Source: an optimization exercise on an open RTL-to-GDS flow (aim: small area and a short achievable clock period). Production flows keep margins and buffers that such runs may drop. Function was checked by simulation only, so behaviour that the tests miss may differ from the original. Power is estimated from default activity; no workload was simulated.

==> wip/violet: inputs <==
## wallace_mult_top
module wallace_mult_top (
	input  wire        clk,
	input  wire        sext_a,
	input  wire        sext_b,
	input  wire [31:0] a,
	input  wire [31:0] b,
	output wire [63:0] out
);
clock: 8.5 ns
lec_check: 0
cap_margin: 20
core_margin: 2
core_utilization: 60
setup_slack_margin: 4.0
slew_margin: 20
synth_hierarchical: 1
synth_minimum_keep_size: 0
standard.sh (not shown) runs the stock make flow with config.mk's settings and CLKGATE_MAP_FILE= SYNTH_SCRIPT=/design/flow/synth_recipe.tcl, a recipe that flattens the netlist after the stock synthesis.
==> flow/flow/run.sh <==
#!/bin/bash
# The standard layout (standard.sh, with the standard flow's synthesis and settings), except that
# the port buffers that global placement inserts are buf_1 cells instead of the
# default choice. make's own output goes to standard.log; each tool's log is under
# orfs/logs/.
set -euo pipefail
bash standard.sh 'BUFFER_PORTS_ARGS=-buffer_cell sky130_fd_sc_hd__buf_1' SKIP_GATE_CLONING=1 finish > standard.log 2>&1
==> inputs of wip/cedar, as changes to wip/violet <==
==> flow/run.sh (new file) <==
#!/bin/bash
# synth_recipe.tcl (not shown) runs the flow's synth.tcl, then flattens the netlist and writes it again
# the make line also repeats each setting of config.mk as NAME=value (left out here)
make -C /OpenROAD-flow-scripts/flow DESIGN_CONFIG=/design/flow/config.mk WORK_HOME=/design/flow/orfs CLKGATE_MAP_FILE= SYNTH_SCRIPT=/design/flow/synth_recipe.tcl finish
Settings changed: CORE_UTILIZATION 60 to 75.
removed: flow/flow/run.sh
removed: flow/standard.sh
==> inputs of wip/pepper, as changes to wip/violet <==
--- a/flow/design.v
+++ b/flow/design.v
@@ -20,13 +20,10 @@
 endmodule
 module pg11 (input wire gi, input wire pi, input wire gj, input wire pj, output wire go, output wire po);
 assign go = (~gi | (~pi & ~gj));
 assign po = (~pi & ~pj);
 endmodule
-module sx0 (input wire p, input wire g, output wire s);
-assign s = p ^ g;
-endmodule
 module wallace_mult_top (
 	input  wire        clk,
 	input  wire        sext_a,
 	input  wire        sext_b,
 	input  wire [31:0] a,
@@ -3289,102 +3286,56 @@
 wire hi_G6_42 = hi_G4_42 | (hi_P4_42 & hi_G5_31);
 wire hi_G6_43 = ~hi_G4_43 | (~hi_P4_43 & hi_G5_31);
 wire hi_G6_44 = hi_G4_44 | (hi_P4_44 & hi_G5_31);
 wire hi_G6_45 = ~hi_G4_45 | (~hi_P4_45 & hi_G5_31);
 wire hi_G6_46 = ~hi_G4_46 | (~hi_P4_46 & hi_G5_31);
-wire hi_s0;
-sx0 u_hi_s0 (.p(hi_p0), .g(cK_q), .s(hi_s0));
-wire hi_s1;
-sx0 u_hi_s1 (.p(hi_p1), .g(hi_G1_1), .s(hi_s1));
-wire hi_s2;
-sx0 u_hi_s2 (.p(hi_p2), .g(hi_G2_2), .s(hi_s2));
-wire hi_s3;
-sx0 u_hi_s3 (.p(hi_p3), .g(hi_G2_3), .s(hi_s3));
-wire hi_s4;
-sx0 u_hi_s4 (.p(hi_p4), .g(hi_G3_4), .s(hi_s4));
-wire hi_s5;
-sx0 u_hi_s5 (.p(hi_p5), .g(hi_G3_5), .s(hi_s5));
-wire hi_s6;
-sx0 u_hi_s6 (.p(hi_p6), .g(hi_G3_6), .s(hi_s6));
-wire hi_s7;
-sx0 u_hi_s7 (.p(hi_p7), .g(hi_G3_7), .s(hi_s7));
-wire hi_s8;
-sx0 u_hi_s8 (.p(hi_p8), .g(hi_G4_8), .s(hi_s8));
-wire hi_s9;
-sx0 u_hi_s9 (.p(hi_p9), .g(hi_G4_9), .s(hi_s9));
-wire hi_s10;
-sx0 u_hi_s10 (.p(hi_p10), .g(hi_G4_10), .s(hi_s10));
-wire hi_s11;
-sx0 u_hi_s11 (.p(hi_p11), .g(hi_G4_11), .s(hi_s11));
-wire hi_s12;
-sx0 u_hi_s12 (.p(hi_p12), .g(hi_G4_12), .s(hi_s12));
-wire hi_s13;
-sx0 u_hi_s13 (.p(hi_p13), .g(hi_G4_13), .s(hi_s13));
-wire hi_s14;
-sx0 u_hi_s14 (.p(hi_p14), .g(hi_G4_14), .s(hi_s14));
-wire hi_s15;
-sx0 u_hi_s15 (.p(hi_p15), .g(hi_G4_15), .s(hi_s15));
-wire hi_s16;
-sx0 u_hi_s16 (.p(hi_p16), .g(hi_G5_16), .s(hi_s16));
-wire hi_s17;
-sx0 u_hi_s17 (.p(hi_p17), .g(hi_G5_17), .s(hi_s17));
-wire hi_s18;
-sx0 u_hi_s18 (.p(hi_p18), .g(hi_G5_18), .s(hi_s18));
-wire hi_s19;
-sx0 u_hi_s19 (.p(hi_p19), .g(hi_G5_19), .s(hi_s19));
-wire hi_s20;
-sx0 u_hi_s20 (.p(hi_p20), .g(hi_G5_20), .s(hi_s20));
-wire hi_s21;
-sx0 u_hi_s21 (.p(hi_p21), .g(hi_G5_21), .s(hi_s21));
-wire hi_s22;
-sx0 u_hi_s22 (.p(hi_p22), .g(hi_G5_22), .s(hi_s22));
-wire hi_s23;
-sx0 u_hi_s23 (.p(hi_p23), .g(hi_G5_23), .s(hi_s23));
-wire hi_s24;
-sx0 u_hi_s24 (.p(hi_p24), .g(hi_G5_24), .s(hi_s24));
-wire hi_s25;
-sx0 u_hi_s25 (.p(hi_p25), .g(hi_G5_25), .s(hi_s25));
-wire hi_s26;
-sx0 u_hi_s26 (.p(hi_p26), .g(hi_G5_26), .s(hi_s26));
-wire hi_s27;
-sx0 u_hi_s27 (.p(hi_p27), .g(hi_G5_27), .s(hi_s27));
-wire hi_s28;
-sx0 u_hi_s28 (.p(hi_p28), .g(hi_G5_28), .s(hi_s28));
-wire hi_s29;
-sx0 u_hi_s29 (.p(hi_p29), .g(hi_G5_29), .s(hi_s29));
-wire hi_s30;
-sx0 u_hi_s30 (.p(hi_p30), .g(hi_G5_30), .s(hi_s30));
-wire hi_s31;
-sx0 u_hi_s31 (.p(hi_p31), .g(hi_G5_31), .s(hi_s31));
-wire hi_s32;
-sx0 u_hi_s32 (.p(hi_p32), .g(hi_G6_32), .s(hi_s32));
-wire hi_s33;
-sx0 u_hi_s33 (.p(hi_p33), .g(hi_G6_33), .s(hi_s33));
-wire hi_s34;
-sx0 u_hi_s34 (.p(hi_p34), .g(hi_G6_34), .s(hi_s34));
-wire hi_s35;
-sx0 u_hi_s35 (.p(hi_p35), .g(hi_G6_35), .s(hi_s35));
-wire hi_s36;
-sx0 u_hi_s36 (.p(hi_p36), .g(hi_G6_36), .s(hi_s36));
-wire hi_s37;
-sx0 u_hi_s37 (.p(hi_p37), .g(hi_G6_37), .s(hi_s37));
-wire hi_s38;
-sx0 u_hi_s38 (.p(hi_p38), .g(hi_G6_38), .s(hi_s38));
-wire hi_s39;
-sx0 u_hi_s39 (.p(hi_p39), .g(hi_G6_39), .s(hi_s39));
-wire hi_s40;
-sx0 u_hi_s40 (.p(hi_p40), .g(hi_G6_40), .s(hi_s40));
-wire hi_s41;
-sx0 u_hi_s41 (.p(hi_p41), .g(hi_G6_41), .s(hi_s41));
-wire hi_s42;
-sx0 u_hi_s42 (.p(hi_p42), .g(hi_G6_42), .s(hi_s42));
-wire hi_s43;
-sx0 u_hi_s43 (.p(hi_p43), .g(hi_G6_43), .s(hi_s43));
-wire hi_s44;
-sx0 u_hi_s44 (.p(hi_p44), .g(hi_G6_44), .s(hi_s44));
-wire hi_s45;
-sx0 u_hi_s45 (.p(hi_p45), .g(hi_G6_45), .s(hi_s45));
+wire hi_s0 = hi_p0 ^ cK_q;
+wire hi_s1 = hi_p1 ^ hi_G1_1;
+wire hi_s2 = hi_p2 ^ hi_G2_2;
+wire hi_s3 = hi_p3 ^ hi_G2_3;
+wire hi_s4 = hi_p4 ^ hi_G3_4;
+wire hi_s5 = hi_p5 ^ hi_G3_5;
+wire hi_s6 = hi_p6 ^ hi_G3_6;
+wire hi_s7 = hi_p7 ^ hi_G3_7;
+wire hi_s8 = hi_p8 ^ hi_G4_8;
+wire hi_s9 = hi_p9 ^ hi_G4_9;
+wire hi_s10 = hi_p10 ^ hi_G4_10;
+wire hi_s11 = hi_p11 ^ hi_G4_11;
+wire hi_s12 = hi_p12 ^ hi_G4_12;
+wire hi_s13 = hi_p13 ^ hi_G4_13;
+wire hi_s14 = hi_p14 ^ hi_G4_14;
+wire hi_s15 = hi_p15 ^ hi_G4_15;
+wire hi_s16 = hi_p16 ^ hi_G5_16;
+wire hi_s17 = hi_p17 ^ hi_G5_17;
+wire hi_s18 = hi_p18 ^ hi_G5_18;
+wire hi_s19 = hi_p19 ^ hi_G5_19;
+wire hi_s20 = hi_p20 ^ hi_G5_20;
+wire hi_s21 = hi_p21 ^ hi_G5_21;
+wire hi_s22 = hi_p22 ^ hi_G5_22;
+wire hi_s23 = hi_p23 ^ hi_G5_23;
+wire hi_s24 = hi_p24 ^ hi_G5_24;
+wire hi_s25 = hi_p25 ^ hi_G5_25;
+wire hi_s26 = hi_p26 ^ hi_G5_26;
+wire hi_s27 = hi_p27 ^ hi_G5_27;
+wire hi_s28 = hi_p28 ^ hi_G5_28;
+wire hi_s29 = hi_p29 ^ hi_G5_29;
+wire hi_s30 = hi_p30 ^ hi_G5_30;
+wire hi_s31 = hi_p31 ^ hi_G5_31;
+wire hi_s32 = hi_p32 ^ hi_G6_32;
+wire hi_s33 = hi_p33 ^ hi_G6_33;
+wire hi_s34 = hi_p34 ^ hi_G6_34;
+wire hi_s35 = hi_p35 ^ hi_G6_35;
+wire hi_s36 = hi_p36 ^ hi_G6_36;
+wire hi_s37 = hi_p37 ^ hi_G6_37;
+wire hi_s38 = hi_p38 ^ hi_G6_38;
+wire hi_s39 = hi_p39 ^ hi_G6_39;
+wire hi_s40 = hi_p40 ^ hi_G6_40;
+wire hi_s41 = hi_p41 ^ hi_G6_41;
+wire hi_s42 = hi_p42 ^ hi_G6_42;
+wire hi_s43 = hi_p43 ^ hi_G6_43;
+wire hi_s44 = hi_p44 ^ hi_G6_44;
+wire hi_s45 = hi_p45 ^ hi_G6_45;
 assign out[0] = s0_q;
 assign out[1] = s1_q;
 assign out[2] = s2_q;
 assign out[3] = s3_q;
 assign out[4] = s4_q;
==> flow/run.sh (new file) <==
#!/bin/bash
# synth_recipe.tcl (not shown) runs the flow's synth.tcl, then flattens the netlist and writes it again
# the make line also repeats each setting of config.mk as NAME=value (left out here)
make -C /OpenROAD-flow-scripts/flow DESIGN_CONFIG=/design/flow/config.mk WORK_HOME=/design/flow/orfs CLKGATE_MAP_FILE= SYNTH_SCRIPT=/design/flow/synth_recipe.tcl finish
Settings changed: CORE_UTILIZATION 60 to 40.
removed: flow/flow/run.sh
removed: flow/standard.sh
==> notes.md <==
core area 46600 µm²; Synth top area share 0.340; Clock Power Share 0.060; status finished clean; Worst Path Buf+Inv 5; share of layout cells above drive strength 1 0.0955; post-layout min period 4500 ps; Via density 6.69; Compound-Gate Fraction of Synth Area 0.185; drt wl/cell 27.5 µm; die area 48900 µm²; Post-DP HPWL 57300 µm; Sequential Area 3910 µm²; routing usage on met1 0.500; clock-net power 851 µW; Signal buffers 225; met2 Track Usage GR 0.536; Worst Hold End y63_q; sequential power share 0.112; Core Rows 79
That was wip/violet.
==> notes.md <==
Compound-Gate Fraction of Synth Area 0.181; Worst Hold End s0_q; routing usage on met1 0.334; sequential power share 0.117; drt wl/cell 26.5 µm; status finished clean; Sequential Area 4010 µm²; Worst Path Buf+Inv 5; Core Rows 97; core area 69800 µm²
That was wip/pepper.
==> notes.md <==
Synth Area in Adders 0.381; share of layout cells above drive strength 1 0.102; Worst Path Buf+Inv 6; die area 39300 µm²; Signal buffers 226; hold path depth 2; Post-DP HPWL 55300 µm; drt wl/cell 28.5 µm; clock-net power 772 µW; core area 37400 µm²; Worst Hold End x63_q; status finished clean; sequential power share 0.110; Sequential Area 3930 µm²; post-layout min period 4610 ps; Clock Power Share 0.052; Synth top area share 0.340
That was wip/cedar.

[re-timing with driven ports]
The flow's constraints put no driver on any port. The routed layouts listed below were extracted and timed again, unchanged, in two steps. Step 1 assumes that a clkbuf_16 drives the clock port and a buf_2 every other input. Step 2 also shifts input and output timing later by t, the mid clock arrival at the registers, as if the neighbouring blocks saw the same clock. Slacks: ideal / step 1 / step 2; pairs: ideal / step 1.
run | t (ns) | setup WS [ns] | clock arrival spread, ns
wip/violet | 0.572 | 4.003 / 3.940 / 4.059 | 0.027 / 0.026
wip/cedar | 0.544 | 3.891 / 3.831 / 3.968 | 0.011 / 0.010
wip/pepper | 0.566 | 3.901 / 3.842 / 4.091 | 0.023 / 0.024
After both steps setup and hold are still met in every run listed.
